What follows belongs to an exercise in optimizing a design on an open flow for small area and a short achievable clock period; a production flow would make more cautious choices.
RTL that was checked went through simulation tests only; none was proved equivalent to the original.
Function not checked in run 1: the RTL went through the layout flow alone.
Power and IR drop assume default switching activity.

==> flow/design.v <==
module multiplier_logic (
    input  wire        clk,
    input  wire        rst_n,
    input  wire [15:0] a,
    input  wire [15:0] b,
    output reg  [31:0] y
);
  reg r1_a0;
  reg r1_a1;
  reg r1_a2;
  reg r1_a3;
  reg r1_a4;
  reg r1_a5;
  reg r1_a6;
  reg r1_a7;
  reg r1_a8;
  reg r1_a9;
  reg r1_a10;
  reg r1_a11;
  reg r1_a12;
  reg r1_a13;
  reg r1_a14;
  reg r1_a15;
  reg r1_b15;
  reg r1_one1;
  reg r1_two2;
  reg r1_neg3;
  reg r1_one4;
  reg r1_two5;
  reg r1_neg6;
  reg r1_one7;
  reg r1_two8;
  reg r1_neg9;
  reg r1_one10;
  reg r1_two11;
  reg r1_neg12;
  reg r1_one13;
  reg r1_two14;
  reg r1_neg15;
  reg r1_one16;
  reg r1_two17;
  reg r1_neg18;
  reg r1_one19;
  reg r1_two20;
  reg r1_neg21;
  reg r1_one22;
  reg r1_two23;
  reg r1_neg24;
  reg r2_s193;
  reg r2_s195;
  reg r2_s199;
  reg r2_c200;
  reg r2_s201;
  reg r2_p63;
  reg r2_s203;
  reg r2_c202;
  reg r2_c204;
  reg r2_s205;
  reg r2_s207;
  reg r2_s209;
  reg r2_c210;
  reg r2_s213;
  reg r2_c214;
  reg r2_s219;
  reg r2_c218;
  reg r2_s221;
  reg r2_c220;
  reg r2_s223;
  reg r2_s227;
  reg r2_c224;
  reg r2_s229;
  reg r2_s233;
  reg r2_c230;
  reg r2_s235;
  reg r2_c236;
  reg r2_s241;
  reg r2_s243;
  reg r2_s245;
  reg r2_s247;
  reg r2_c242;
  reg r2_c244;
  reg r2_s249;
  reg r2_s253;
  reg r2_s255;
  reg r2_c250;
  reg r2_s257;
  reg r2_s261;
  reg r2_c258;
  reg r2_s263;
  reg r2_s265;
  reg r2_s269;
  reg r2_s271;
  reg r2_c264;
  reg r2_c266;
  reg r2_s273;
  reg r2_s279;
  reg r2_c274;
  reg r2_s281;
  reg r2_s283;
  reg r2_c282;
  reg r2_c284;
  reg r2_s291;
  reg r2_s293;
  reg r2_s297;
  reg r2_c292;
  reg r2_c294;
  reg r2_s299;
  reg r2_s301;
  reg r2_c300;
  reg r2_c302;
  reg r2_s307;
  reg r2_s309;
  reg r2_s311;
  reg r2_s313;
  reg r2_c308;
  reg r2_c310;
  reg r2_s315;
  reg r2_s317;
  reg r2_s319;
  reg r2_c316;
  reg r2_s321;
  reg r2_s325;
  reg r2_c322;
  reg r2_s327;
  reg r2_s331;
  reg r2_c328;
  reg r2_s333;
  reg r2_c332;
  reg r2_s335;
  reg r2_c334;
  reg r2_s337;
  reg r2_s339;
  reg r2_c338;
  reg r2_s341;
  reg r2_c342;
  reg r2_s345;
  reg r2_c346;
  reg r2_s349;
  reg r2_c348;
  reg r2_s351;
  reg r2_c350;
  reg r2_c352;
  reg r2_s353;
  reg r2_s355;
  reg r3_r2_s193;
  reg r3_r2_s195;
  reg r3_r2_s199;
  reg r3_s357;
  reg r3_s361;
  reg r3_s365;
  reg r3_c366;
  reg r3_s367;
  reg r3_r2_c210;
  reg r3_r2_s213;
  reg r3_c368;
  reg r3_r2_c214;
  reg r3_r2_s219;
  reg r3_r2_s223;
  reg r3_s369;
  reg r3_c370;
  reg r3_s371;
  reg r3_c372;
  reg r3_s373;
  reg r3_c374;
  reg r3_s375;
  reg r3_s377;
  reg r3_s379;
  reg r3_c380;
  reg r3_s383;
  reg r3_c384;
  reg r3_s387;
  reg r3_s393;
  reg r3_c392;
  reg r3_s397;
  reg r3_c394;
  reg r3_c398;
  reg r3_s401;
  reg r3_s407;
  reg r3_c406;
  reg r3_s411;
  reg r3_c408;
  reg r3_s417;
  reg r3_c416;
  reg r3_s421;
  reg r3_c418;
  reg r3_s425;
  reg r3_c424;
  reg r3_s427;
  reg r3_c426;
  reg r3_s431;
  reg r3_s435;
  reg r3_s437;
  reg r3_c436;
  reg r3_s439;
  reg r3_s441;
  reg r3_c440;
  reg r3_s443;
  reg r3_r2_s355;
  reg r3_c444;
  wire one1 = b[0] ^ 1'b0;
  wire two2 = (b[1] & ~b[0] & ~1'b0) | (~b[1] & b[0] & 1'b0);
  wire neg3 = b[1];
  wire one4 = b[2] ^ b[1];
  wire two5 = (b[3] & ~b[2] & ~b[1]) | (~b[3] & b[2] & b[1]);
  wire neg6 = b[3];
  wire one7 = b[4] ^ b[3];
  wire two8 = (b[5] & ~b[4] & ~b[3]) | (~b[5] & b[4] & b[3]);
  wire neg9 = b[5];
  wire one10 = b[6] ^ b[5];
  wire two11 = (b[7] & ~b[6] & ~b[5]) | (~b[7] & b[6] & b[5]);
  wire neg12 = b[7];
  wire one13 = b[8] ^ b[7];
  wire two14 = (b[9] & ~b[8] & ~b[7]) | (~b[9] & b[8] & b[7]);
  wire neg15 = b[9];
  wire one16 = b[10] ^ b[9];
  wire two17 = (b[11] & ~b[10] & ~b[9]) | (~b[11] & b[10] & b[9]);
  wire neg18 = b[11];
  wire one19 = b[12] ^ b[11];
  wire two20 = (b[13] & ~b[12] & ~b[11]) | (~b[13] & b[12] & b[11]);
  wire neg21 = b[13];
  wire one22 = b[14] ^ b[13];
  wire two23 = (b[15] & ~b[14] & ~b[13]) | (~b[15] & b[14] & b[13]);
  wire neg24 = b[15];
  wire p25 = ((r1_one1 & r1_a0) | (r1_two2 & 1'b0)) ^ r1_neg3;
  wire p26 = ((r1_one1 & r1_a1) | (r1_two2 & r1_a0)) ^ r1_neg3;
  wire p27 = ((r1_one1 & r1_a2) | (r1_two2 & r1_a1)) ^ r1_neg3;
  wire p28 = ((r1_one1 & r1_a3) | (r1_two2 & r1_a2)) ^ r1_neg3;
  wire p29 = ((r1_one1 & r1_a4) | (r1_two2 & r1_a3)) ^ r1_neg3;
  wire p30 = ((r1_one1 & r1_a5) | (r1_two2 & r1_a4)) ^ r1_neg3;
  wire p31 = ((r1_one1 & r1_a6) | (r1_two2 & r1_a5)) ^ r1_neg3;
  wire p32 = ((r1_one1 & r1_a7) | (r1_two2 & r1_a6)) ^ r1_neg3;
  wire p33 = ((r1_one1 & r1_a8) | (r1_two2 & r1_a7)) ^ r1_neg3;
  wire p34 = ((r1_one1 & r1_a9) | (r1_two2 & r1_a8)) ^ r1_neg3;
  wire p35 = ((r1_one1 & r1_a10) | (r1_two2 & r1_a9)) ^ r1_neg3;
  wire p36 = ((r1_one1 & r1_a11) | (r1_two2 & r1_a10)) ^ r1_neg3;
  wire p37 = ((r1_one1 & r1_a12) | (r1_two2 & r1_a11)) ^ r1_neg3;
  wire p38 = ((r1_one1 & r1_a13) | (r1_two2 & r1_a12)) ^ r1_neg3;
  wire p39 = ((r1_one1 & r1_a14) | (r1_two2 & r1_a13)) ^ r1_neg3;
  wire p40 = ((r1_one1 & r1_a15) | (r1_two2 & r1_a14)) ^ r1_neg3;
  wire p41 = ((r1_one1 & 1'b0) | (r1_two2 & r1_a15)) ^ r1_neg3;
  wire ns42 = ~r1_neg3;
  wire ng43 = r1_neg3;
  wire p44 = ((r1_one4 & r1_a0) | (r1_two5 & 1'b0)) ^ r1_neg6;
  wire p45 = ((r1_one4 & r1_a1) | (r1_two5 & r1_a0)) ^ r1_neg6;
  wire p46 = ((r1_one4 & r1_a2) | (r1_two5 & r1_a1)) ^ r1_neg6;
  wire p47 = ((r1_one4 & r1_a3) | (r1_two5 & r1_a2)) ^ r1_neg6;
  wire p48 = ((r1_one4 & r1_a4) | (r1_two5 & r1_a3)) ^ r1_neg6;
  wire p49 = ((r1_one4 & r1_a5) | (r1_two5 & r1_a4)) ^ r1_neg6;
  wire p50 = ((r1_one4 & r1_a6) | (r1_two5 & r1_a5)) ^ r1_neg6;
  wire p51 = ((r1_one4 & r1_a7) | (r1_two5 & r1_a6)) ^ r1_neg6;
  wire p52 = ((r1_one4 & r1_a8) | (r1_two5 & r1_a7)) ^ r1_neg6;
  wire p53 = ((r1_one4 & r1_a9) | (r1_two5 & r1_a8)) ^ r1_neg6;
  wire p54 = ((r1_one4 & r1_a10) | (r1_two5 & r1_a9)) ^ r1_neg6;
  wire p55 = ((r1_one4 & r1_a11) | (r1_two5 & r1_a10)) ^ r1_neg6;
  wire p56 = ((r1_one4 & r1_a12) | (r1_two5 & r1_a11)) ^ r1_neg6;
  wire p57 = ((r1_one4 & r1_a13) | (r1_two5 & r1_a12)) ^ r1_neg6;
  wire p58 = ((r1_one4 & r1_a14) | (r1_two5 & r1_a13)) ^ r1_neg6;
  wire p59 = ((r1_one4 & r1_a15) | (r1_two5 & r1_a14)) ^ r1_neg6;
  wire p60 = ((r1_one4 & 1'b0) | (r1_two5 & r1_a15)) ^ r1_neg6;
  wire ns61 = ~r1_neg6;
  wire ng62 = r1_neg6;
  wire p63 = ((r1_one7 & r1_a0) | (r1_two8 & 1'b0)) ^ r1_neg9;
  wire p64 = ((r1_one7 & r1_a1) | (r1_two8 & r1_a0)) ^ r1_neg9;
  wire p65 = ((r1_one7 & r1_a2) | (r1_two8 & r1_a1)) ^ r1_neg9;
  wire p66 = ((r1_one7 & r1_a3) | (r1_two8 & r1_a2)) ^ r1_neg9;
  wire p67 = ((r1_one7 & r1_a4) | (r1_two8 & r1_a3)) ^ r1_neg9;
  wire p68 = ((r1_one7 & r1_a5) | (r1_two8 & r1_a4)) ^ r1_neg9;
  wire p69 = ((r1_one7 & r1_a6) | (r1_two8 & r1_a5)) ^ r1_neg9;
  wire p70 = ((r1_one7 & r1_a7) | (r1_two8 & r1_a6)) ^ r1_neg9;
  wire p71 = ((r1_one7 & r1_a8) | (r1_two8 & r1_a7)) ^ r1_neg9;
  wire p72 = ((r1_one7 & r1_a9) | (r1_two8 & r1_a8)) ^ r1_neg9;
  wire p73 = ((r1_one7 & r1_a10) | (r1_two8 & r1_a9)) ^ r1_neg9;
  wire p74 = ((r1_one7 & r1_a11) | (r1_two8 & r1_a10)) ^ r1_neg9;
  wire p75 = ((r1_one7 & r1_a12) | (r1_two8 & r1_a11)) ^ r1_neg9;
  wire p76 = ((r1_one7 & r1_a13) | (r1_two8 & r1_a12)) ^ r1_neg9;
  wire p77 = ((r1_one7 & r1_a14) | (r1_two8 & r1_a13)) ^ r1_neg9;
  wire p78 = ((r1_one7 & r1_a15) | (r1_two8 & r1_a14)) ^ r1_neg9;
  wire p79 = ((r1_one7 & 1'b0) | (r1_two8 & r1_a15)) ^ r1_neg9;
  wire ns80 = ~r1_neg9;
  wire ng81 = r1_neg9;
  wire p82 = ((r1_one10 & r1_a0) | (r1_two11 & 1'b0)) ^ r1_neg12;
  wire p83 = ((r1_one10 & r1_a1) | (r1_two11 & r1_a0)) ^ r1_neg12;
  wire p84 = ((r1_one10 & r1_a2) | (r1_two11 & r1_a1)) ^ r1_neg12;
  wire p85 = ((r1_one10 & r1_a3) | (r1_two11 & r1_a2)) ^ r1_neg12;
  wire p86 = ((r1_one10 & r1_a4) | (r1_two11 & r1_a3)) ^ r1_neg12;
  wire p87 = ((r1_one10 & r1_a5) | (r1_two11 & r1_a4)) ^ r1_neg12;
  wire p88 = ((r1_one10 & r1_a6) | (r1_two11 & r1_a5)) ^ r1_neg12;
  wire p89 = ((r1_one10 & r1_a7) | (r1_two11 & r1_a6)) ^ r1_neg12;
  wire p90 = ((r1_one10 & r1_a8) | (r1_two11 & r1_a7)) ^ r1_neg12;
  wire p91 = ((r1_one10 & r1_a9) | (r1_two11 & r1_a8)) ^ r1_neg12;
  wire p92 = ((r1_one10 & r1_a10) | (r1_two11 & r1_a9)) ^ r1_neg12;
  wire p93 = ((r1_one10 & r1_a11) | (r1_two11 & r1_a10)) ^ r1_neg12;
  wire p94 = ((r1_one10 & r1_a12) | (r1_two11 & r1_a11)) ^ r1_neg12;
  wire p95 = ((r1_one10 & r1_a13) | (r1_two11 & r1_a12)) ^ r1_neg12;
  wire p96 = ((r1_one10 & r1_a14) | (r1_two11 & r1_a13)) ^ r1_neg12;
  wire p97 = ((r1_one10 & r1_a15) | (r1_two11 & r1_a14)) ^ r1_neg12;
  wire p98 = ((r1_one10 & 1'b0) | (r1_two11 & r1_a15)) ^ r1_neg12;
  wire ns99 = ~r1_neg12;
  wire ng100 = r1_neg12;
  wire p101 = ((r1_one13 & r1_a0) | (r1_two14 & 1'b0)) ^ r1_neg15;
  wire p102 = ((r1_one13 & r1_a1) | (r1_two14 & r1_a0)) ^ r1_neg15;
  wire p103 = ((r1_one13 & r1_a2) | (r1_two14 & r1_a1)) ^ r1_neg15;
  wire p104 = ((r1_one13 & r1_a3) | (r1_two14 & r1_a2)) ^ r1_neg15;
  wire p105 = ((r1_one13 & r1_a4) | (r1_two14 & r1_a3)) ^ r1_neg15;
  wire p106 = ((r1_one13 & r1_a5) | (r1_two14 & r1_a4)) ^ r1_neg15;
  wire p107 = ((r1_one13 & r1_a6) | (r1_two14 & r1_a5)) ^ r1_neg15;
  wire p108 = ((r1_one13 & r1_a7) | (r1_two14 & r1_a6)) ^ r1_neg15;
  wire p109 = ((r1_one13 & r1_a8) | (r1_two14 & r1_a7)) ^ r1_neg15;
  wire p110 = ((r1_one13 & r1_a9) | (r1_two14 & r1_a8)) ^ r1_neg15;
  wire p111 = ((r1_one13 & r1_a10) | (r1_two14 & r1_a9)) ^ r1_neg15;
  wire p112 = ((r1_one13 & r1_a11) | (r1_two14 & r1_a10)) ^ r1_neg15;
  wire p113 = ((r1_one13 & r1_a12) | (r1_two14 & r1_a11)) ^ r1_neg15;
  wire p114 = ((r1_one13 & r1_a13) | (r1_two14 & r1_a12)) ^ r1_neg15;
  wire p115 = ((r1_one13 & r1_a14) | (r1_two14 & r1_a13)) ^ r1_neg15;
  wire p116 = ((r1_one13 & r1_a15) | (r1_two14 & r1_a14)) ^ r1_neg15;
  wire p117 = ((r1_one13 & 1'b0) | (r1_two14 & r1_a15)) ^ r1_neg15;
  wire ns118 = ~r1_neg15;
  wire ng119 = r1_neg15;
  wire p120 = ((r1_one16 & r1_a0) | (r1_two17 & 1'b0)) ^ r1_neg18;
  wire p121 = ((r1_one16 & r1_a1) | (r1_two17 & r1_a0)) ^ r1_neg18;
  wire p122 = ((r1_one16 & r1_a2) | (r1_two17 & r1_a1)) ^ r1_neg18;
  wire p123 = ((r1_one16 & r1_a3) | (r1_two17 & r1_a2)) ^ r1_neg18;
  wire p124 = ((r1_one16 & r1_a4) | (r1_two17 & r1_a3)) ^ r1_neg18;
  wire p125 = ((r1_one16 & r1_a5) | (r1_two17 & r1_a4)) ^ r1_neg18;
  wire p126 = ((r1_one16 & r1_a6) | (r1_two17 & r1_a5)) ^ r1_neg18;
  wire p127 = ((r1_one16 & r1_a7) | (r1_two17 & r1_a6)) ^ r1_neg18;
  wire p128 = ((r1_one16 & r1_a8) | (r1_two17 & r1_a7)) ^ r1_neg18;
  wire p129 = ((r1_one16 & r1_a9) | (r1_two17 & r1_a8)) ^ r1_neg18;
  wire p130 = ((r1_one16 & r1_a10) | (r1_two17 & r1_a9)) ^ r1_neg18;
  wire p131 = ((r1_one16 & r1_a11) | (r1_two17 & r1_a10)) ^ r1_neg18;
  wire p132 = ((r1_one16 & r1_a12) | (r1_two17 & r1_a11)) ^ r1_neg18;
  wire p133 = ((r1_one16 & r1_a13) | (r1_two17 & r1_a12)) ^ r1_neg18;
  wire p134 = ((r1_one16 & r1_a14) | (r1_two17 & r1_a13)) ^ r1_neg18;
  wire p135 = ((r1_one16 & r1_a15) | (r1_two17 & r1_a14)) ^ r1_neg18;
  wire p136 = ((r1_one16 & 1'b0) | (r1_two17 & r1_a15)) ^ r1_neg18;
  wire ns137 = ~r1_neg18;
  wire ng138 = r1_neg18;
  wire p139 = ((r1_one19 & r1_a0) | (r1_two20 & 1'b0)) ^ r1_neg21;
  wire p140 = ((r1_one19 & r1_a1) | (r1_two20 & r1_a0)) ^ r1_neg21;
  wire p141 = ((r1_one19 & r1_a2) | (r1_two20 & r1_a1)) ^ r1_neg21;
  wire p142 = ((r1_one19 & r1_a3) | (r1_two20 & r1_a2)) ^ r1_neg21;
  wire p143 = ((r1_one19 & r1_a4) | (r1_two20 & r1_a3)) ^ r1_neg21;
  wire p144 = ((r1_one19 & r1_a5) | (r1_two20 & r1_a4)) ^ r1_neg21;
  wire p145 = ((r1_one19 & r1_a6) | (r1_two20 & r1_a5)) ^ r1_neg21;
  wire p146 = ((r1_one19 & r1_a7) | (r1_two20 & r1_a6)) ^ r1_neg21;
  wire p147 = ((r1_one19 & r1_a8) | (r1_two20 & r1_a7)) ^ r1_neg21;
  wire p148 = ((r1_one19 & r1_a9) | (r1_two20 & r1_a8)) ^ r1_neg21;
  wire p149 = ((r1_one19 & r1_a10) | (r1_two20 & r1_a9)) ^ r1_neg21;
  wire p150 = ((r1_one19 & r1_a11) | (r1_two20 & r1_a10)) ^ r1_neg21;
  wire p151 = ((r1_one19 & r1_a12) | (r1_two20 & r1_a11)) ^ r1_neg21;
  wire p152 = ((r1_one19 & r1_a13) | (r1_two20 & r1_a12)) ^ r1_neg21;
  wire p153 = ((r1_one19 & r1_a14) | (r1_two20 & r1_a13)) ^ r1_neg21;
  wire p154 = ((r1_one19 & r1_a15) | (r1_two20 & r1_a14)) ^ r1_neg21;
  wire p155 = ((r1_one19 & 1'b0) | (r1_two20 & r1_a15)) ^ r1_neg21;
  wire ns156 = ~r1_neg21;
  wire ng157 = r1_neg21;
  wire p158 = ((r1_one22 & r1_a0) | (r1_two23 & 1'b0)) ^ r1_neg24;
  wire p159 = ((r1_one22 & r1_a1) | (r1_two23 & r1_a0)) ^ r1_neg24;
  wire p160 = ((r1_one22 & r1_a2) | (r1_two23 & r1_a1)) ^ r1_neg24;
  wire p161 = ((r1_one22 & r1_a3) | (r1_two23 & r1_a2)) ^ r1_neg24;
  wire p162 = ((r1_one22 & r1_a4) | (r1_two23 & r1_a3)) ^ r1_neg24;
  wire p163 = ((r1_one22 & r1_a5) | (r1_two23 & r1_a4)) ^ r1_neg24;
  wire p164 = ((r1_one22 & r1_a6) | (r1_two23 & r1_a5)) ^ r1_neg24;
  wire p165 = ((r1_one22 & r1_a7) | (r1_two23 & r1_a6)) ^ r1_neg24;
  wire p166 = ((r1_one22 & r1_a8) | (r1_two23 & r1_a7)) ^ r1_neg24;
  wire p167 = ((r1_one22 & r1_a9) | (r1_two23 & r1_a8)) ^ r1_neg24;
  wire p168 = ((r1_one22 & r1_a10) | (r1_two23 & r1_a9)) ^ r1_neg24;
  wire p169 = ((r1_one22 & r1_a11) | (r1_two23 & r1_a10)) ^ r1_neg24;
  wire p170 = ((r1_one22 & r1_a12) | (r1_two23 & r1_a11)) ^ r1_neg24;
  wire p171 = ((r1_one22 & r1_a13) | (r1_two23 & r1_a12)) ^ r1_neg24;
  wire p172 = ((r1_one22 & r1_a14) | (r1_two23 & r1_a13)) ^ r1_neg24;
  wire p173 = ((r1_one22 & r1_a15) | (r1_two23 & r1_a14)) ^ r1_neg24;
  wire p174 = ((r1_one22 & 1'b0) | (r1_two23 & r1_a15)) ^ r1_neg24;
  wire ns175 = ~r1_neg24;
  wire ng176 = r1_neg24;
  wire p177 = r1_a0 & r1_b15;
  wire p178 = r1_a1 & r1_b15;
  wire p179 = r1_a2 & r1_b15;
  wire p180 = r1_a3 & r1_b15;
  wire p181 = r1_a4 & r1_b15;
  wire p182 = r1_a5 & r1_b15;
  wire p183 = r1_a6 & r1_b15;
  wire p184 = r1_a7 & r1_b15;
  wire p185 = r1_a8 & r1_b15;
  wire p186 = r1_a9 & r1_b15;
  wire p187 = r1_a10 & r1_b15;
  wire p188 = r1_a11 & r1_b15;
  wire p189 = r1_a12 & r1_b15;
  wire p190 = r1_a13 & r1_b15;
  wire p191 = r1_a14 & r1_b15;
  wire p192 = r1_a15 & r1_b15;
  wire s193 = ng43 ^ p25;
  wire c194 = ng43 & p25;
  wire s195 = p26 ^ c194;
  wire c196 = p26 & c194;
  wire s197, c198;
  mult_fa u_s197 (.x(p44), .y(ng62), .z(p27), .s(s197), .c(c198));
  wire s199 = c196 ^ s197;
  wire c200 = c196 & s197;
  wire s201, c202;
  mult_fa u_s201 (.x(c198), .y(p28), .z(p45), .s(s201), .c(c202));
  wire s203, c204;
  mult_fa u_s203 (.x(p46), .y(ng81), .z(p29), .s(s203), .c(c204));
  wire s205, c206;
  mult_fa u_s205 (.x(p64), .y(p30), .z(p47), .s(s205), .c(c206));
  wire s207, c208;
  mult_fa u_s207 (.x(p48), .y(ng100), .z(p31), .s(s207), .c(c208));
  wire s209, c210;
  mult_fa u_s209 (.x(c206), .y(p65), .z(p82), .s(s209), .c(c210));
  wire s211, c212;
  mult_fa u_s211 (.x(p66), .y(p32), .z(p49), .s(s211), .c(c212));
  wire s213, c214;
  mult_fa u_s213 (.x(s211), .y(p83), .z(c208), .s(s213), .c(c214));
  wire s215, c216;
  mult_fa u_s215 (.x(p33), .y(ng119), .z(p101), .s(s215), .c(c216));
  wire s217, c218;
  mult_fa u_s217 (.x(p84), .y(p50), .z(p67), .s(s217), .c(c218));
  wire s219, c220;
  mult_fa u_s219 (.x(s217), .y(c212), .z(s215), .s(s219), .c(c220));
  wire s221, c222;
  mult_fa u_s221 (.x(p51), .y(p102), .z(p34), .s(s221), .c(c222));
  wire s223, c224;
  mult_fa u_s223 (.x(c216), .y(p68), .z(p85), .s(s223), .c(c224));
  wire s225, c226;
  mult_fa u_s225 (.x(p120), .y(ng138), .z(p103), .s(s225), .c(c226));
  wire s227, c228;
  mult_fa u_s227 (.x(p69), .y(p35), .z(p52), .s(s227), .c(c228));
  wire s229, c230;
  mult_fa u_s229 (.x(s225), .y(p86), .z(c222), .s(s229), .c(c230));
  wire s231, c232;
  mult_fa u_s231 (.x(p36), .y(p104), .z(p121), .s(s231), .c(c232));
  wire s233, c234;
  mult_fa u_s233 (.x(p87), .y(p53), .z(p70), .s(s233), .c(c234));
  wire s235, c236;
  mult_fa u_s235 (.x(s231), .y(c226), .z(c228), .s(s235), .c(c236));
  wire s237, c238;
  mult_fa u_s237 (.x(p122), .y(ng157), .z(p105), .s(s237), .c(c238));
  wire s239, c240;
  mult_fa u_s239 (.x(p54), .y(p139), .z(p37), .s(s239), .c(c240));
  wire s241, c242;
  mult_fa u_s241 (.x(c232), .y(p71), .z(p88), .s(s241), .c(c242));
  wire s243, c244;
  mult_fa u_s243 (.x(s239), .y(c234), .z(s237), .s(s243), .c(c244));
  wire s245, c246;
  mult_fa u_s245 (.x(p140), .y(p106), .z(p123), .s(s245), .c(c246));
  wire s247, c248;
  mult_fa u_s247 (.x(p72), .y(p38), .z(p55), .s(s247), .c(c248));
  wire s249, c250;
  mult_fa u_s249 (.x(c240), .y(p89), .z(c238), .s(s249), .c(c250));
  wire s251, c252;
  mult_fa u_s251 (.x(p124), .y(ng176), .z(p107), .s(s251), .c(c252));
  wire s253, c254;
  mult_fa u_s253 (.x(p39), .y(p141), .z(p158), .s(s253), .c(c254));
  wire s255, c256;
  mult_fa u_s255 (.x(p90), .y(p56), .z(p73), .s(s255), .c(c256));
  wire s257, c258;
  mult_fa u_s257 (.x(s251), .y(c246), .z(c248), .s(s257), .c(c258));
  wire s259, c260;
  mult_fa u_s259 (.x(p142), .y(p108), .z(p125), .s(s259), .c(c260));
  wire s261, c262;
  mult_fa u_s261 (.x(p57), .y(p159), .z(p40), .s(s261), .c(c262));
  wire s263, c264;
  mult_fa u_s263 (.x(c252), .y(p74), .z(p91), .s(s263), .c(c264));
  wire s265, c266;
  mult_fa u_s265 (.x(s259), .y(c254), .z(c256), .s(s265), .c(c266));
  wire s267, c268;
  mult_fa u_s267 (.x(p126), .y(p177), .z(p109), .s(s267), .c(c268));
  wire s269, c270;
  mult_fa u_s269 (.x(p41), .y(p143), .z(p160), .s(s269), .c(c270));
  wire s271, c272;
  mult_fa u_s271 (.x(p92), .y(p58), .z(p75), .s(s271), .c(c272));
  wire s273, c274;
  mult_fa u_s273 (.x(s267), .y(c260), .z(c262), .s(s273), .c(c274));
  wire s275, c276;
  mult_fa u_s275 (.x(p178), .y(1'b1), .z(ns42), .s(s275), .c(c276));
  wire s277, c278;
  mult_fa u_s277 (.x(p144), .y(p110), .z(p127), .s(s277), .c(c278));
  wire s279, c280;
  mult_fa u_s279 (.x(p76), .y(p161), .z(p59), .s(s279), .c(c280));
  wire s281, c282;
  mult_fa u_s281 (.x(c268), .y(p93), .z(s275), .s(s281), .c(c282));
  wire s283, c284;
  mult_fa u_s283 (.x(s277), .y(c270), .z(c272), .s(s283), .c(c284));
  wire s285, c286;
  mult_fa u_s285 (.x(p111), .y(1'b1), .z(p179), .s(s285), .c(c286));
  wire s287, c288;
  mult_fa u_s287 (.x(p162), .y(p128), .z(p145), .s(s287), .c(c288));
  wire s289, c290;
  mult_fa u_s289 (.x(p94), .y(p60), .z(p77), .s(s289), .c(c290));
  wire s291, c292;
  mult_fa u_s291 (.x(c280), .y(c276), .z(c278), .s(s291), .c(c292));
  wire s293, c294;
  mult_fa u_s293 (.x(s289), .y(s285), .z(s287), .s(s293), .c(c294));
  wire s295, c296;
  mult_fa u_s295 (.x(p112), .y(ns61), .z(p180), .s(s295), .c(c296));
  wire s297, c298;
  mult_fa u_s297 (.x(p163), .y(p129), .z(p146), .s(s297), .c(c298));
  wire s299, c300;
  mult_fa u_s299 (.x(c286), .y(p78), .z(p95), .s(s299), .c(c300));
  wire s301, c302;
  mult_fa u_s301 (.x(s295), .y(c288), .z(c290), .s(s301), .c(c302));
  wire s303, c304;
  mult_fa u_s303 (.x(p113), .y(1'b1), .z(p181), .s(s303), .c(c304));
  wire s305, c306;
  mult_fa u_s305 (.x(p164), .y(p130), .z(p147), .s(s305), .c(c306));
  wire s307, c308;
  mult_fa u_s307 (.x(c296), .y(p79), .z(p96), .s(s307), .c(c308));
  wire s309, c310;
  mult_fa u_s309 (.x(s305), .y(c298), .z(s303), .s(s309), .c(c310));
  wire s311, c312;
  mult_fa u_s311 (.x(p114), .y(ns80), .z(p182), .s(s311), .c(c312));
  wire s313, c314;
  mult_fa u_s313 (.x(p165), .y(p131), .z(p148), .s(s313), .c(c314));
  wire s315, c316;
  mult_fa u_s315 (.x(c306), .y(p97), .z(c304), .s(s315), .c(c316));
  wire s317, c318;
  mult_fa u_s317 (.x(p115), .y(1'b1), .z(p183), .s(s317), .c(c318));
  wire s319, c320;
  mult_fa u_s319 (.x(p166), .y(p132), .z(p149), .s(s319), .c(c320));
  wire s321, c322;
  mult_fa u_s321 (.x(c314), .y(p98), .z(c312), .s(s321), .c(c322));
  wire s323, c324;
  mult_fa u_s323 (.x(p116), .y(ns99), .z(p184), .s(s323), .c(c324));
  wire s325, c326;
  mult_fa u_s325 (.x(p167), .y(p133), .z(p150), .s(s325), .c(c326));
  wire s327, c328;
  mult_fa u_s327 (.x(s323), .y(c318), .z(c320), .s(s327), .c(c328));
  wire s329, c330;
  mult_fa u_s329 (.x(p117), .y(1'b1), .z(p185), .s(s329), .c(c330));
  wire s331, c332;
  mult_fa u_s331 (.x(p168), .y(p134), .z(p151), .s(s331), .c(c332));
  wire s333, c334;
  mult_fa u_s333 (.x(s329), .y(c324), .z(c326), .s(s333), .c(c334));
  wire s335, c336;
  mult_fa u_s335 (.x(p135), .y(ns118), .z(p186), .s(s335), .c(c336));
  wire s337, c338;
  mult_fa u_s337 (.x(c330), .y(p152), .z(p169), .s(s337), .c(c338));
  wire s339, c340;
  mult_fa u_s339 (.x(p136), .y(1'b1), .z(p187), .s(s339), .c(c340));
  wire s341, c342;
  mult_fa u_s341 (.x(c336), .y(p153), .z(p170), .s(s341), .c(c342));
  wire s343, c344;
  mult_fa u_s343 (.x(p154), .y(ns137), .z(p188), .s(s343), .c(c344));
  wire s345, c346;
  mult_fa u_s345 (.x(s343), .y(p171), .z(c340), .s(s345), .c(c346));
  wire s347, c348;
  mult_fa u_s347 (.x(p155), .y(1'b1), .z(p189), .s(s347), .c(c348));
  wire s349, c350;
  mult_fa u_s349 (.x(s347), .y(p172), .z(c344), .s(s349), .c(c350));
  wire s351, c352;
  mult_fa u_s351 (.x(p173), .y(ns156), .z(p190), .s(s351), .c(c352));
  wire s353, c354;
  mult_fa u_s353 (.x(p174), .y(1'b1), .z(p191), .s(s353), .c(c354));
  wire s355, c356;
  mult_fa u_s355 (.x(c354), .y(ns175), .z(p192), .s(s355), .c(c356));
  wire s357 = r2_c200 ^ r2_s201;
  wire c358 = r2_c200 & r2_s201;
  wire s359, c360;
  mult_fa u_s359 (.x(r2_s203), .y(r2_c202), .z(r2_p63), .s(s359), .c(c360));
  wire s361 = c358 ^ s359;
  wire c362 = c358 & s359;
  wire s363, c364;
  mult_fa u_s363 (.x(c360), .y(r2_c204), .z(r2_s205), .s(s363), .c(c364));
  wire s365 = c362 ^ s363;
  wire c366 = c362 & s363;
  wire s367, c368;
  mult_fa u_s367 (.x(c364), .y(r2_s207), .z(r2_s209), .s(s367), .c(c368));
  wire s369, c370;
  mult_fa u_s369 (.x(r2_s221), .y(r2_c218), .z(r2_c220), .s(s369), .c(c370));
  wire s371, c372;
  mult_fa u_s371 (.x(r2_s229), .y(r2_c224), .z(r2_s227), .s(s371), .c(c372));
  wire s373, c374;
  mult_fa u_s373 (.x(r2_s235), .y(r2_c230), .z(r2_s233), .s(s373), .c(c374));
  wire s375, c376;
  mult_fa u_s375 (.x(r2_s243), .y(r2_c236), .z(r2_s241), .s(s375), .c(c376));
  wire s377, c378;
  mult_fa u_s377 (.x(r2_s245), .y(r2_c242), .z(r2_c244), .s(s377), .c(c378));
  wire s379, c380;
  mult_fa u_s379 (.x(c376), .y(r2_s247), .z(r2_s249), .s(s379), .c(c380));
  wire s381, c382;
  mult_fa u_s381 (.x(r2_s255), .y(r2_c250), .z(r2_s253), .s(s381), .c(c382));
  wire s383, c384;
  mult_fa u_s383 (.x(s381), .y(r2_s257), .z(c378), .s(s383), .c(c384));
  wire s385, c386;
  mult_fa u_s385 (.x(r2_s263), .y(r2_c258), .z(r2_s261), .s(s385), .c(c386));
  wire s387, c388;
  mult_fa u_s387 (.x(s385), .y(r2_s265), .z(c382), .s(s387), .c(c388));
  wire s389, c390;
  mult_fa u_s389 (.x(r2_s269), .y(r2_c264), .z(r2_c266), .s(s389), .c(c390));
  wire s391, c392;
  mult_fa u_s391 (.x(c386), .y(r2_s271), .z(r2_s273), .s(s391), .c(c392));
  wire s393, c394;
  mult_fa u_s393 (.x(s391), .y(s389), .z(c388), .s(s393), .c(c394));
  wire s395, c396;
  mult_fa u_s395 (.x(r2_s281), .y(r2_c274), .z(r2_s279), .s(s395), .c(c396));
  wire s397, c398;
  mult_fa u_s397 (.x(s395), .y(r2_s283), .z(c390), .s(s397), .c(c398));
  wire s399, c400;
  mult_fa u_s399 (.x(r2_s291), .y(r2_c282), .z(r2_c284), .s(s399), .c(c400));
  wire s401, c402;
  mult_fa u_s401 (.x(s399), .y(r2_s293), .z(c396), .s(s401), .c(c402));
  wire s403, c404;
  mult_fa u_s403 (.x(r2_s297), .y(r2_c292), .z(r2_c294), .s(s403), .c(c404));
  wire s405, c406;
  mult_fa u_s405 (.x(c400), .y(r2_s299), .z(r2_s301), .s(s405), .c(c406));
  wire s407, c408;
  mult_fa u_s407 (.x(s405), .y(s403), .z(c402), .s(s407), .c(c408));
  wire s409, c410;
  mult_fa u_s409 (.x(r2_s307), .y(r2_c300), .z(r2_c302), .s(s409), .c(c410));
  wire s411, c412;
  mult_fa u_s411 (.x(s409), .y(r2_s309), .z(c404), .s(s411), .c(c412));
  wire s413, c414;
  mult_fa u_s413 (.x(r2_s311), .y(r2_c308), .z(r2_c310), .s(s413), .c(c414));
  wire s415, c416;
  mult_fa u_s415 (.x(c410), .y(r2_s313), .z(r2_s315), .s(s415), .c(c416));
  wire s417, c418;
  mult_fa u_s417 (.x(s415), .y(s413), .z(c412), .s(s417), .c(c418));
  wire s419, c420;
  mult_fa u_s419 (.x(r2_s319), .y(r2_c316), .z(r2_s317), .s(s419), .c(c420));
  wire s421, c422;
  mult_fa u_s421 (.x(s419), .y(r2_s321), .z(c414), .s(s421), .c(c422));
  wire s423, c424;
  mult_fa u_s423 (.x(r2_s327), .y(r2_c322), .z(r2_s325), .s(s423), .c(c424));
  wire s425, c426;
  mult_fa u_s425 (.x(c422), .y(c420), .z(s423), .s(s425), .c(c426));
  wire s427, c428;
  mult_fa u_s427 (.x(r2_s333), .y(r2_c328), .z(r2_s331), .s(s427), .c(c428));
  wire s429, c430;
  mult_fa u_s429 (.x(r2_s335), .y(r2_c332), .z(r2_c334), .s(s429), .c(c430));
  wire s431, c432;
  mult_fa u_s431 (.x(s429), .y(r2_s337), .z(c428), .s(s431), .c(c432));
  wire s433, c434;
  mult_fa u_s433 (.x(r2_s341), .y(r2_c338), .z(r2_s339), .s(s433), .c(c434));
  wire s435, c436;
  mult_fa u_s435 (.x(c432), .y(c430), .z(s433), .s(s435), .c(c436));
  wire s437, c438;
  mult_fa u_s437 (.x(c434), .y(r2_c342), .z(r2_s345), .s(s437), .c(c438));
  wire s439, c440;
  mult_fa u_s439 (.x(c438), .y(r2_c346), .z(r2_s349), .s(s439), .c(c440));
  wire s441, c442;
  mult_fa u_s441 (.x(r2_s351), .y(r2_c348), .z(r2_c350), .s(s441), .c(c442));
  wire s443, c444;
  mult_fa u_s443 (.x(c442), .y(r2_c352), .z(r2_s353), .s(s443), .c(c444));
  wire s445 = r3_c368 ^ r3_r2_c210;
  wire c446 = r3_c368 & r3_r2_c210;
  wire s447 = r3_r2_c214 ^ r3_r2_s219;
  wire c448 = r3_r2_c214 & r3_r2_s219;
  wire s449 = r3_r2_s223 ^ r3_s369;
  wire c450 = r3_r2_s223 & r3_s369;
  wire s451 = r3_c370 ^ r3_s371;
  wire c452 = r3_c370 & r3_s371;
  wire s453 = r3_c372 ^ r3_s373;
  wire c454 = r3_c372 & r3_s373;
  wire s455 = r3_c374 ^ r3_s375;
  wire c456 = r3_c374 & r3_s375;
  wire s457 = r3_s377 ^ r3_s379;
  wire c458 = r3_s377 & r3_s379;
  wire s459 = r3_c380 ^ r3_s383;
  wire c460 = r3_c380 & r3_s383;
  wire s461 = r3_c384 ^ r3_s387;
  wire c462 = r3_c384 & r3_s387;
  wire s463 = r3_c392 ^ r3_c394;
  wire c464 = r3_c392 & r3_c394;
  wire s465 = r3_c398 ^ r3_s401;
  wire c466 = r3_c398 & r3_s401;
  wire s467 = r3_c406 ^ r3_c408;
  wire c468 = r3_c406 & r3_c408;
  wire s469 = r3_c416 ^ r3_c418;
  wire c470 = r3_c416 & r3_c418;
  wire s471 = r3_c424 ^ r3_c426;
  wire c472 = r3_c424 & r3_c426;
  wire [31:0] ra = {r3_c444, r3_s443, r3_c440, r3_s439, r3_c436, r3_s435, r3_s431, r3_s427, r3_s425, r3_s421, r3_s417, r3_s411, r3_s407, c464, r3_s397, r3_s393, c460, c458, c456, c454, c452, c450, c448, c446, r3_r2_s213, r3_c366, r3_s365, r3_s361, r3_s357, r3_r2_s199, r3_r2_s195, r3_r2_s193};
  wire [31:0] rb = {r3_r2_s355, 1'b0, r3_s441, 1'b0, r3_s437, 1'b0, c472, s471, c470, s469, c468, s467, c466, s465, s463, c462, s461, s459, s457, s455, s453, s451, s449, s447, s445, r3_s367, 1'b0, 1'b0, 1'b0, 1'b0, 1'b0, 1'b0};
  wire [18:0] plo = ra[17:0] + rb[17:0];
  reg [18:0] r4_plo;
  reg [13:0] r4_ha, r4_hb;
  always @(posedge clk) begin r4_plo <= plo; r4_ha <= ra[31:18]; r4_hb <= rb[31:18]; end
  wire [14:0] phs = {r4_ha, r4_plo[18]} + {r4_hb, r4_plo[18]};
  wire [13:0] phi = phs[14:1];
  wire [31:0] prod = {phi, r4_plo[17:0]};
  always @(posedge clk) begin
    r1_a0 <= a[0];
    r1_a1 <= a[1];
    r1_a2 <= a[2];
    r1_a3 <= a[3];
    r1_a4 <= a[4];
    r1_a5 <= a[5];
    r1_a6 <= a[6];
    r1_a7 <= a[7];
    r1_a8 <= a[8];
    r1_a9 <= a[9];
    r1_a10 <= a[10];
    r1_a11 <= a[11];
    r1_a12 <= a[12];
    r1_a13 <= a[13];
    r1_a14 <= a[14];
    r1_a15 <= a[15];
    r1_b15 <= b[15];
    r1_one1 <= one1;
    r1_two2 <= two2;
    r1_neg3 <= neg3;
    r1_one4 <= one4;
    r1_two5 <= two5;
    r1_neg6 <= neg6;
    r1_one7 <= one7;
    r1_two8 <= two8;
    r1_neg9 <= neg9;
    r1_one10 <= one10;
    r1_two11 <= two11;
    r1_neg12 <= neg12;
    r1_one13 <= one13;
    r1_two14 <= two14;
    r1_neg15 <= neg15;
    r1_one16 <= one16;
    r1_two17 <= two17;
    r1_neg18 <= neg18;
    r1_one19 <= one19;
    r1_two20 <= two20;
    r1_neg21 <= neg21;
    r1_one22 <= one22;
    r1_two23 <= two23;
    r1_neg24 <= neg24;
    r2_s193 <= s193;
    r2_s195 <= s195;
    r2_s199 <= s199;
    r2_c200 <= c200;
    r2_s201 <= s201;
    r2_p63 <= p63;
    r2_s203 <= s203;
    r2_c202 <= c202;
    r2_c204 <= c204;
    r2_s205 <= s205;
    r2_s207 <= s207;
    r2_s209 <= s209;
    r2_c210 <= c210;
    r2_s213 <= s213;
    r2_c214 <= c214;
    r2_s219 <= s219;
    r2_c218 <= c218;
    r2_s221 <= s221;
    r2_c220 <= c220;
    r2_s223 <= s223;
    r2_s227 <= s227;
    r2_c224 <= c224;
    r2_s229 <= s229;
    r2_s233 <= s233;
    r2_c230 <= c230;
    r2_s235 <= s235;
    r2_c236 <= c236;
    r2_s241 <= s241;
    r2_s243 <= s243;
    r2_s245 <= s245;
    r2_s247 <= s247;
    r2_c242 <= c242;
    r2_c244 <= c244;
    r2_s249 <= s249;
    r2_s253 <= s253;
    r2_s255 <= s255;
    r2_c250 <= c250;
    r2_s257 <= s257;
    r2_s261 <= s261;
    r2_c258 <= c258;
    r2_s263 <= s263;
    r2_s265 <= s265;
    r2_s269 <= s269;
    r2_s271 <= s271;
    r2_c264 <= c264;
    r2_c266 <= c266;
    r2_s273 <= s273;
    r2_s279 <= s279;
    r2_c274 <= c274;
    r2_s281 <= s281;
    r2_s283 <= s283;
    r2_c282 <= c282;
    r2_c284 <= c284;
    r2_s291 <= s291;
    r2_s293 <= s293;
    r2_s297 <= s297;
    r2_c292 <= c292;
    r2_c294 <= c294;
    r2_s299 <= s299;
    r2_s301 <= s301;
    r2_c300 <= c300;
    r2_c302 <= c302;
    r2_s307 <= s307;
    r2_s309 <= s309;
    r2_s311 <= s311;
    r2_s313 <= s313;
    r2_c308 <= c308;
    r2_c310 <= c310;
    r2_s315 <= s315;
    r2_s317 <= s317;
    r2_s319 <= s319;
    r2_c316 <= c316;
    r2_s321 <= s321;
    r2_s325 <= s325;
    r2_c322 <= c322;
    r2_s327 <= s327;
    r2_s331 <= s331;
    r2_c328 <= c328;
    r2_s333 <= s333;
    r2_c332 <= c332;
    r2_s335 <= s335;
    r2_c334 <= c334;
    r2_s337 <= s337;
    r2_s339 <= s339;
    r2_c338 <= c338;
    r2_s341 <= s341;
    r2_c342 <= c342;
    r2_s345 <= s345;
    r2_c346 <= c346;
    r2_s349 <= s349;
    r2_c348 <= c348;
    r2_s351 <= s351;
    r2_c350 <= c350;
    r2_c352 <= c352;
    r2_s353 <= s353;
    r2_s355 <= s355;
    r3_r2_s193 <= r2_s193;
    r3_r2_s195 <= r2_s195;
    r3_r2_s199 <= r2_s199;
    r3_s357 <= s357;
    r3_s361 <= s361;
    r3_s365 <= s365;
    r3_c366 <= c366;
    r3_s367 <= s367;
    r3_r2_c210 <= r2_c210;
    r3_r2_s213 <= r2_s213;
    r3_c368 <= c368;
    r3_r2_c214 <= r2_c214;
    r3_r2_s219 <= r2_s219;
    r3_r2_s223 <= r2_s223;
    r3_s369 <= s369;
    r3_c370 <= c370;
    r3_s371 <= s371;
    r3_c372 <= c372;
    r3_s373 <= s373;
    r3_c374 <= c374;
    r3_s375 <= s375;
    r3_s377 <= s377;
    r3_s379 <= s379;
    r3_c380 <= c380;
    r3_s383 <= s383;
    r3_c384 <= c384;
    r3_s387 <= s387;
    r3_s393 <= s393;
    r3_c392 <= c392;
    r3_s397 <= s397;
    r3_c394 <= c394;
    r3_c398 <= c398;
    r3_s401 <= s401;
    r3_s407 <= s407;
    r3_c406 <= c406;
    r3_s411 <= s411;
    r3_c408 <= c408;
    r3_s417 <= s417;
    r3_c416 <= c416;
    r3_s421 <= s421;
    r3_c418 <= c418;
    r3_s425 <= s425;
    r3_c424 <= c424;
    r3_s427 <= s427;
    r3_c426 <= c426;
    r3_s431 <= s431;
    r3_s435 <= s435;
    r3_s437 <= s437;
    r3_c436 <= c436;
    r3_s439 <= s439;
    r3_s441 <= s441;
    r3_c440 <= c440;
    r3_s443 <= s443;
    r3_r2_s355 <= r2_s355;
    r3_c444 <= c444;
  end
  reg [3:0] v;
  always @(posedge clk) begin
    if (!rst_n) begin
      v <= 4'd0;
      y <= 32'd0;
    end else begin
      v <= {v[2:0], 1'b1};
      y <= v[3] ? prod : 32'd0;
    end
  end
endmodule
module mult_fa (input wire x, input wire y, input wire z, output wire s, output wire c);
  assign s = x ^ y ^ z;
  assign c = (x & y) | (x & z) | (y & z);
endmodule
==> flow/run.sh <==
#!/bin/bash
# synth_recipe.tcl (not shown) runs the flow's synth.tcl, then flattens the netlist and writes it again
# the make line also repeats each setting of config.mk as NAME=value (left out here)
make -C /OpenROAD-flow-scripts/flow DESIGN_CONFIG=/design/flow/config.mk WORK_HOME=/design/flow/orfs CLKGATE_MAP_FILE= SYNTH_SCRIPT=/design/flow/synth_recipe.tcl finish
==> flow/config.mk <==
export PLATFORM = sky130hd
export DESIGN_NAME = multiplier_logic
export DESIGN_NICKNAME = multiplier_logic
export VERILOG_FILES = /design/flow/design.v
export SDC_FILE = /design/flow/constraint.sdc
export NUM_CORES = 4
export LEC_CHECK = 0
export CAP_MARGIN = 20
export CORE_MARGIN = 2
export CORE_UTILIZATION = 40
export CTS_CLUSTER_DIAMETER = 60
export CTS_CLUSTER_SIZE = 50
export SETUP_SLACK_MARGIN = 2.5
export SLEW_MARGIN = 20
export SYNTH_HIERARCHICAL = 1
export SYNTH_MINIMUM_KEEP_SIZE = 0
==> flow/constraint.sdc <==
create_clock -name core_clock -period 4.5 [get_ports {clk}]
set_input_delay 0.9000 -clock core_clock [delete_from_list [all_inputs] [get_ports {clk}]]
set_output_delay 0.9000 -clock core_clock [all_outputs]
set_load 0.01 [all_outputs]
==> out/results.ini, run 1 <==
[timing]
maxSlewViolCount=0
hold_viol=0
setup_violations=0
rsz0062_at_grt=true
post-route-period-util_pct=46.4
final.setup.tns_ps=0
fmax_ghz=0.479
period_minus_slack_ps=2090
worst_pin_slew_ps=689
maxSlewHeadroom_pct=54.0
hold_ws_ps=326
fin_worst_skew_ps=33.4

[final_layout]
drive_gt1_share_pct=17.2
n_antenna_cell=0
finalNetCount=1274
area_delta_synth_final_pct=18.5
fillers=2699
final_cells=1486

[logic_synthesis]
synthArstFlopShare_pct=0
yosysTopAreaCellShare_pct=43.9
synthTopCellsByArea=dfxtp_1 44%, fa_1 20%, xnor2_1 10%
ys_seq_elements=271
synth-edff-count=0
yosys_warnings=7
synth.cell_area_mm2=0.0123
syn_inst=1031
yosys.area.top_type=dfxtp_1
yosysSeqAreaShare_pct=43.9
yosys.cell_types.count=57
yosys_most_used_dff=dfxtp_1
avgSynthCellArea_um2=12.0
synth.most_common_cell=dfxtp_1
synthTopCellsByCount=271 x dfxtp_1, 144 x xnor2_1, 122 x fa_1

[pwr]
p_switching_w=0.00343
seq_power_share_pct=39.5
p_int_w=0.00620
power_density_mw_per_mm2=658
clock_power_share_pct=20.0
pwr-share-comb_pct=40.5
peakVddDrop_mv=0.296
p_sw_share_pct=35.6
leakage_nw=5.71
p_total_w=0.00963

[worst_setup_path]
arrival_ps=2530
r2r_slack_ps=2410
reg2regPathDepth=7
cpMaxStageDelayCell=or4_4
path_max_fanout=2
cp-start-kind=flip-flop
r2r_end=r4_plo[16]$_DFF_P_
critical_path_class=flip-flop to flip-flop
slowest_delay_ps=480
crit_top_cell=ha_4
path_cells=ha_4, ha_4, or4_4, o21ai_2, a31oi_2, or4_1, nand4_1
cp.buffers_inverters=0
required_ps=4940
crit_family=simple AND/OR/NAND/NOR gates
r2r-start=r3_s373$_DFF_P_
critPathCaptureType=flip-flop

[grt]
grt_pass1_wl_mm=42.1
grt_max_degree=29
track_usage_pct=16.0
grt_overflow_total=0
use_met3_pct=2.82
use_met2_pct=24.7
grt_pass1_vias=7814
met1_usage_pct=22.7
antenna_found_initial=0
busiest_layer=met2

[placed_design]
hpwl_mm=17.1
dp_cells=1412
routabilityCongestion=0.840
io_buffers=65

[worst_hold_path]
hold_path_end=r4_ha[2]$_DFF_P_
hp-start=r3_s411$_DFF_P_
hold_depth=0
min_path_type=flip-flop to flip-flop

[routing]
avgRoutedWirePerCell_um=17.8
vias_per_cell=5.08
drt-total-wl_mm=26.4
drc=0
drt_iter0_markers=562
vias=7545
final_antenna_net_count=0
dr.pass1.iters=5

[cts]
cts_tree=built
htree_num_levels=1
cts-root-buf=clkbuf_16
hold_buffers=0
clk_pin_slew_worst_paths_ps=100
cts_buffer_depth=3
cts.sinks=271
clkLatencyLatePin_ps=530
numCtsBuffers=21

[flow_run]
drv_cap=0

[floorplan]
die_w_um=180
io_pins=66
fp.coreArea_mm2=0.0305
die_h_um=180
num_rows=64
start_util_pct=40.5
dieArea_mm2=0.0323

[run_status]
status=finished clean

## sequential cells by signal, summed over array words and instances (netlist names), 4 cells and up
register	count
r4_hb	11
r4_ha	14
v	4
r4_plo	19
y	32
## per-stage QoR
step           cell area [um^2]  setup WS (ps)  util (%)
2_1_floorplan             12500           2400         -
3_3_place_gp              13200           1740      43.2
3_5_place_dp              13200           1750      43.2
4_1_cts                   14200           2440      46.6
5_1_grt                   14600           2370      47.9
6_report                  14600           2410      47.9
## cell type report
cell class,count,area (um^2),area share [%]
Inverter,15,56.3,0.385
Sequential cell,271,5570,38.1
Clock inverter,12,185,1.27
Multi-Input combinational cell,658,6780,46.3
Tap cell,396,495,3.39
Timing Repair Buffer,110,993,6.79
Clock buffer,24,547,3.74
## modules after synthesis, one instance, submodules excluded
module,flops+latches,area (um^2),cells inside
mult_fa,0,20.0,1
multiplier_logic,271,9950,911
## layout by cell type (no fill, tap or decap), types with 8 or more instances in the layout
cell               n
dfxtp_2           11
inv_1             14
a22oi_1          114
xor2_1            13
and3_1            19
a21o_1             9
and2_1            20
clkbuf_16         21
o21ai_0           13
clkdlybuf4s15_1   16
clkdlybuf4s50_1   33
dfxtp_4           36
xnor2_1          142
ha_1              28
nor2_1            20
conb_1             8
a21oi_1           15
ha_4              11
fa_1             117
dfxtp_1          224
buf_4             34
nand2_1           25
## worst max-delay path by stage
stage	from	end	slack, ps	cells past startpoint
2_1_floorplan	r3_c372$_DFF_P_	r4_plo[16]$_DFF_P_	2400	8
3_3_place_gp	rst_n	y[28]$_SDFF_PN0_	1740	5
3_5_place_dp	rst_n	y[28]$_SDFF_PN0_	1750	5
4_1_cts	r3_s373$_DFF_P_	r4_plo[16]$_DFF_P_	2440	7
5_1_grt	r3_s373$_DFF_P_	r4_plo[16]$_DFF_P_	2370	7
6_report	r3_s373$_DFF_P_	r4_plo[16]$_DFF_P_	2410	7
## routing by layer
layer / share of wire (%) / routed length, um / vias up
met5: 0 / 0 / -
met4: 2.3 / 602 / 0
met3: 7.4 / 1950 / 53
met2: 44 / 11600 / 301
met1: 46 / 12200 / 3624
li1: - / - / 3567
## repair_timing
item / 4_1_cts / 5_1_grt
buffers inserted: 8 / 30
pin swaps: 17 / 12
gates resized for setup: 151 / 74
endpoints found under the setup margin: 108 / 58
## kinds of logic after synthesis
group	synth area share, %
AO/OA/AOI/OAI	11.6
XOR/XNOR	11.1
adder cells (fa/ha/maj)	23.9
buffers and inverters	3.59
flip-flops	43.9
multiplexers	0.0811
other	0.0304
AND/OR/NAND/NOR	5.66
## power groups by stage
stage / Sequential, W / Clock [W] / Combinational [W]
CTS: 0.00380 / 0.00200 / 0.00364
floorplan: 0.00360 / 0 / 0.00273
detailed placement: 0.00384 / 0 / 0.00337
global route: 0.00389 / 0.00210 / 0.00448
global placement: 0.00382 / 0 / 0.00330
finish: 0.00380 / 0.00193 / 0.00390
==> run 2, diff against run 1 <==
--- a/flow/design.v
+++ b/flow/design.v
@@ -671,13 +671,13 @@
   wire c472 = r3_c424 & r3_c426;
   wire [31:0] ra = {r3_c444, r3_s443, r3_c440, r3_s439, r3_c436, r3_s435, r3_s431, r3_s427, r3_s425, r3_s421, r3_s417, r3_s411, r3_s407, c464, r3_s397, r3_s393, c460, c458, c456, c454, c452, c450, c448, c446, r3_r2_s213, r3_c366, r3_s365, r3_s361, r3_s357, r3_r2_s199, r3_r2_s195, r3_r2_s193};
   wire [31:0] rb = {r3_r2_s355, 1'b0, r3_s441, 1'b0, r3_s437, 1'b0, c472, s471, c470, s469, c468, s467, c466, s465, s463, c462, s461, s459, s457, s455, s453, s451, s449, s447, s445, r3_s367, 1'b0, 1'b0, 1'b0, 1'b0, 1'b0, 1'b0};
-  wire [18:0] plo = ra[17:0] + rb[17:0];
-  reg [18:0] r4_plo;
-  reg [13:0] r4_ha, r4_hb;
-  always @(posedge clk) begin r4_plo <= plo; r4_ha <= ra[31:18]; r4_hb <= rb[31:18]; end
-  wire [14:0] phs = {r4_ha, r4_plo[18]} + {r4_hb, r4_plo[18]};
-  wire [13:0] phi = phs[14:1];
-  wire [31:0] prod = {phi, r4_plo[17:0]};
+  wire [20:0] plo = ra[19:0] + rb[19:0];
+  reg [20:0] r4_plo;
+  reg [11:0] r4_ha, r4_hb;
+  always @(posedge clk) begin r4_plo <= plo; r4_ha <= ra[31:20]; r4_hb <= rb[31:20]; end
+  wire [12:0] phs = {r4_ha, r4_plo[20]} + {r4_hb, r4_plo[20]};
+  wire [11:0] phi = phs[12:1];
+  wire [31:0] prod = {phi, r4_plo[19:0]};
   always @(posedge clk) begin
     r1_a0 <= a[0];
     r1_a1 <= a[1];
==> flow/flow/run.sh (new file) <==
#!/bin/bash
# Layout: the standard flow (standard.sh) with two changes to how it is
# built, none to what is built or measured:
#  - the port buffers that global placement inserts are plain buf_1 cells
#    (repair_timing still resizes any that timing needs);
#  - clock tree synthesis runs with the settings of config.mk
#    (CTS_CLUSTER_SIZE 50, CTS_CLUSTER_DIAMETER 60) but inserts no dummy
#    load cells.
# All tool output goes to standard_flow.log here; ORFS's per-step logs stay
# under orfs/logs/.
set -euo pipefail
export BUFFER_PORTS_ARGS="-buffer_cell sky130_fd_sc_hd__buf_1"
export CTS_ARGS="-sink_clustering_enable -repair_clock_nets -sink_clustering_size 50 -sink_clustering_max_diameter 60 -dont_use_dummy_load"
bash standard.sh > standard_flow.log 2>&1
==> flow/standard.sh (new file) <==
#!/bin/bash
# synth_recipe.tcl (not shown) runs the flow's synth.tcl, then flattens the netlist and writes it again
# the make line also repeats each setting of config.mk as NAME=value (left out here)
make -C /OpenROAD-flow-scripts/flow DESIGN_CONFIG=/design/flow/config.mk WORK_HOME=/design/flow/orfs CLKGATE_MAP_FILE= SYNTH_SCRIPT=/design/flow/synth_recipe.tcl "${@:-finish}"
--- a/flow/config.mk
+++ b/flow/config.mk
@@ -10,7 +10,7 @@
 export CORE_UTILIZATION = 40
 export CTS_CLUSTER_DIAMETER = 60
 export CTS_CLUSTER_SIZE = 50
-export SETUP_SLACK_MARGIN = 2.5
+export SETUP_SLACK_MARGIN = 2.55
 export SLEW_MARGIN = 20
 export SYNTH_HIERARCHICAL = 1
 export SYNTH_MINIMUM_KEEP_SIZE = 0
removed: flow/run.sh
==> run 2 against run 1 <==
Compared with the run above:
- first-iteration DRC count down 12%
- global-route usage rose by 0.25 points
- combinational power is 11% higher
- clock power decreased by 19%
- critical endpoint is now r2_s265$_DFF_P_
- sequential cell count down 2
- maximum frequency increased by 4.5%
- largest power group unchanged
- via count down 0.97%
- critical path type unchanged
- wire length is 0.19% higher
- total power shrank 0.40%
==> out/results.ini, run 2 <==
[worst_setup_path]
critPathCaptureType=flip-flop
cp.buffers_inverters=1  ; +1
crit_top_cell=fa_1
cp-start-kind=flip-flop
critical_path_class=flip-flop to flip-flop
arrival_ps=2370  ; -160 ps
path_max_fanout=5  ; +3
required_ps=4880  ; -60 ps
path_cells=buf_12, a22oi_1, xnor2_1, fa_1, fa_1
cpMaxStageDelayCell=fa_1
crit_cells=5  ; -2
slowest_delay_ps=600  ; +120 ps
reg2regPathDepth=5  ; -2
crit_family=adder cells

[final_layout]
final_common_cell=dfxtp_1
drive_gt1_share_pct=18.5  ; +1.3 points
finalNetCount=1272  ; -0.16%
n_antenna_cell=0  ; unchanged
fillers=2756  ; +2.1%
final_area_mm2=0.0144  ; -1.5%
reg_top3=y (32), r4_plo (21), r4_ha (12)
final_util_pct=47.4  ; -0.58 points
mostFrequentLayoutCells=229 x dfxtp_1, 136 x xnor2_1, 110 x fa_1
area_delta_synth_final_pct=17.1
largest_reg_flops=32  ; unchanged
regMostFlops=y

[cts]
cts.sinks=269  ; -0.74%
htree_num_levels=1  ; unchanged
clkLatencyLatePin_ps=530  ; about the same
cts_buffer_depth=3  ; unchanged
numCtsBuffers=21  ; unchanged
cts_tree=built
clk_pin_slew_worst_paths_ps=80  ; -20 ps
cts-root-buf=clkbuf_16

[logic_synthesis]
synth.most_common_cell=dfxtp_1
ys_seq_elements=269  ; -0.74%
synthTopCellsByArea=dfxtp_1 44%, fa_1 20%, xnor2_1 10%
avgSynthCellArea_um2=12.1  ; +1.1%
yosys.cell_types.count=55  ; -3.5%
synthTopCellsByCount=269 x dfxtp_1, 142 x xnor2_1, 122 x a22oi_1, 122 x fa_1, 72 x clkbuf_1
syn_inst=1016  ; -1.5%
yosysTopAreaCellShare_pct=43.8  ; -0.17 points
yosys.area.top_type=dfxtp_1
synthArstFlopShare_pct=0  ; unchanged
yosys_warnings=7  ; unchanged
synth.cell_area_mm2=0.0123  ; -0.35%
synth-edff-count=0  ; unchanged
yosys_most_used_dff=dfxtp_1
yosysSeqAreaShare_pct=43.8  ; -0.17 points

[pwr]
p_switching_w=0.00335  ; -2.4%
seq_power_share_pct=38.8  ; -0.7 points
leakage_nw=5.48  ; -4.0%
p_sw_share_pct=34.9  ; -0.70 points
power_density_mw_per_mm2=665  ; +1.1%
pwr-share-comb_pct=44.9  ; +4.4 points
p_int_w=0.00625  ; +0.68%
peakVddDrop_mv=0.328  ; +11%
clock_power_share_pct=16.3  ; -3.7 points

[placed_design]
routabilityCongestion=0.841  ; about the same
post_dp_cell_area_mm2=0.0128  ; -2.9%
hpwl_mm=17.1  ; +0.15%
io_buffers=65  ; unchanged

[floorplan]
start_util_pct=40.4  ; about the same
die_h_um=179  ; -0.18%
die_w_um=179  ; -0.18%
num_rows=64  ; unchanged
io_pins=66  ; unchanged
dieArea_mm2=0.0322  ; -0.35%
fp.coreArea_mm2=0.0304  ; -0.26%

[flow_run]
drv_cap=0  ; unchanged

[grt]
grt_pass1_vias=7585  ; -2.9%
grt_overflow_total=0  ; unchanged
grt_max_degree=28  ; -3.4%
grt_pass1_wl_mm=41.2  ; -2.1%
antenna_found_initial=0  ; unchanged
track_usage_pct=16.3  ; +0.25 points

[timing]
fmax_ghz=0.501  ; +4.5%
period_minus_slack_ps=2000  ; -90.1 ps
rsz0062_at_grt=true
final.setup.tns_ps=0  ; unchanged
hold_viol=0  ; unchanged
post-route-period-util_pct=44.4  ; -2.0 points
fin_worst_skew_ps=68.1  ; +34.8 ps
maxSlewViolCount=0  ; unchanged
setup_violations=0  ; unchanged

[routing]
drt_iter0_markers=492  ; -12%
vias=7472  ; -0.97%
dr.pass1.iters=5  ; unchanged
drt-total-wl_mm=26.5  ; +0.19%
avgRoutedWirePerCell_um=18.0  ; +1.3%
vias_per_cell=5.09  ; +0.18%
final_antenna_net_count=0  ; unchanged
drc=0  ; unchanged

[worst_hold_path]
hold_depth=0  ; unchanged
min_path_type=flip-flop to flip-flop

[run_status]
status=finished clean

[run 2: cell count changes after synthesis, sizes merged, moves of 4 or more]
cell,delta
inv,-5
buf,+7
and3,+9
nor2,-8
a211oi,-4
clkbuf,-10
[run 2: final cells by class]
cell class              instances  area (um^2)  share of cell area (%)
flip-flops and latches        269         5530                    38.4
inverters                      10         37.5                   0.260
repair buffers                120          805                    5.58
well taps                     396          495                    3.44
clock buffers                  21          526                    3.65
multi-input cells             653         7020                    48.7
[run 2: final timing paths]
kind               startpoint               end  slack (ps)
min           r3_s417$_DFF_P_  r4_ha[1]$_DFF_P_         310
max          r1_one13$_DFF_P_   r2_s265$_DFF_P_        2500
max reg2reg  r1_one13$_DFF_P_   r2_s265$_DFF_P_        2500
min reg2reg   r3_s417$_DFF_P_  r4_ha[1]$_DFF_P_         310
[run 2: through the flow]
step	total power, W	worst slack (ps)	std cells	hold WS, ps
5_1_grt	0.0104	2430	1469	313
4_1_cts	0.00921	2550	1431	303
6_report	0.00959	2500	1469	308
3_3_place_gp	0.00717	1870	1400	311
3_5_place_dp	0.00724	1810	1401	312
2_1_floorplan	0.00634	2530	1023	310
[run 2: kinds of logic (layout without fill, tap and decap cells)]
group	after synthesis	after routing	synth area share (%)
xor gates and xnor gates	157	157	11.2
and+or+nand+nor	130	130	5.98
other	1	8	0.0305
muxes	1	1	0.0813
buffers and inverters	101	151	3.31
adders and majority gates	163	163	24.0
DFF	269	269	43.8
AOI/OAI and AO/OA	194	194	11.6
[run 2: Yosys stat by module (local to each module, per instance)]
module | cell area (um^2) | cells | flip-flops and latches | copies in the design
mult_fa | 20.0 | 1 | 0 | 120
multiplier_logic | 9900 | 896 | 269 | 1
[run 2: repair_timing]
item                                    4_1_cts  5_1_grt
endpoints found under the setup margin       86       37
resized for setup                           106       70
gates cloned                                  0        0
pin swaps                                     8       24
hold buffers                                  0        0
buffers inserted                              9       38
[run 2: worst reg2reg max path, delay by kind of cell (launching register included)]
kind,cells,cell delay (ps)
adder cells (fa/ha/maj),2,1010
flip-flops,1,380
AO/OA/AOI/OAI,1,220
buffers and inverters,1,140
XOR/XNOR,1,130
[run 2: routing by layer]
layer	global-route usage (%)	part of all wire, %
met3	3.99	7.7
met2	24.4	44
met1	23.3	46
met4	4.81	2.2
met5	0	0
[run 2: power groups by stage]
stage                     clock (W)  sequential, W  combinational (W)
after floorplan                   0        0.00356            0.00278
after global placement            0        0.00377            0.00341
after detailed placement          0        0.00378            0.00346
after CTS                   0.00164        0.00373            0.00384
after global routing        0.00173        0.00381            0.00488
final                       0.00156        0.00372            0.00431

what the ideal ports hide:
No port has a modelled driver above. Below, the same layouts with a new extraction and two added sets of constraints.
Step 1 sets driving cells, clkbuf_16 on the clock port and buf_2 on the other inputs (assumed; they add their load-dependent delay and slew).
Step 2 also shifts input and output timing later by t, the mid clock arrival at the registers, as if the neighbouring blocks saw the same clock.
Three values: ideal, step 1, step 2; two values: the first two.
run	t (ns)	setup WS [ns]	worst setup path after step 2
run 1	0.557	2.414 / 2.414 / 2.060	input to register
run 2	0.542	2.504 / 2.504 / 2.247	input to register
After both steps every run listed still meets setup and hold. The setup slack of run 1, which loses most, moves by 0.000 ns with the drivers and by -0.354 ns with both steps.
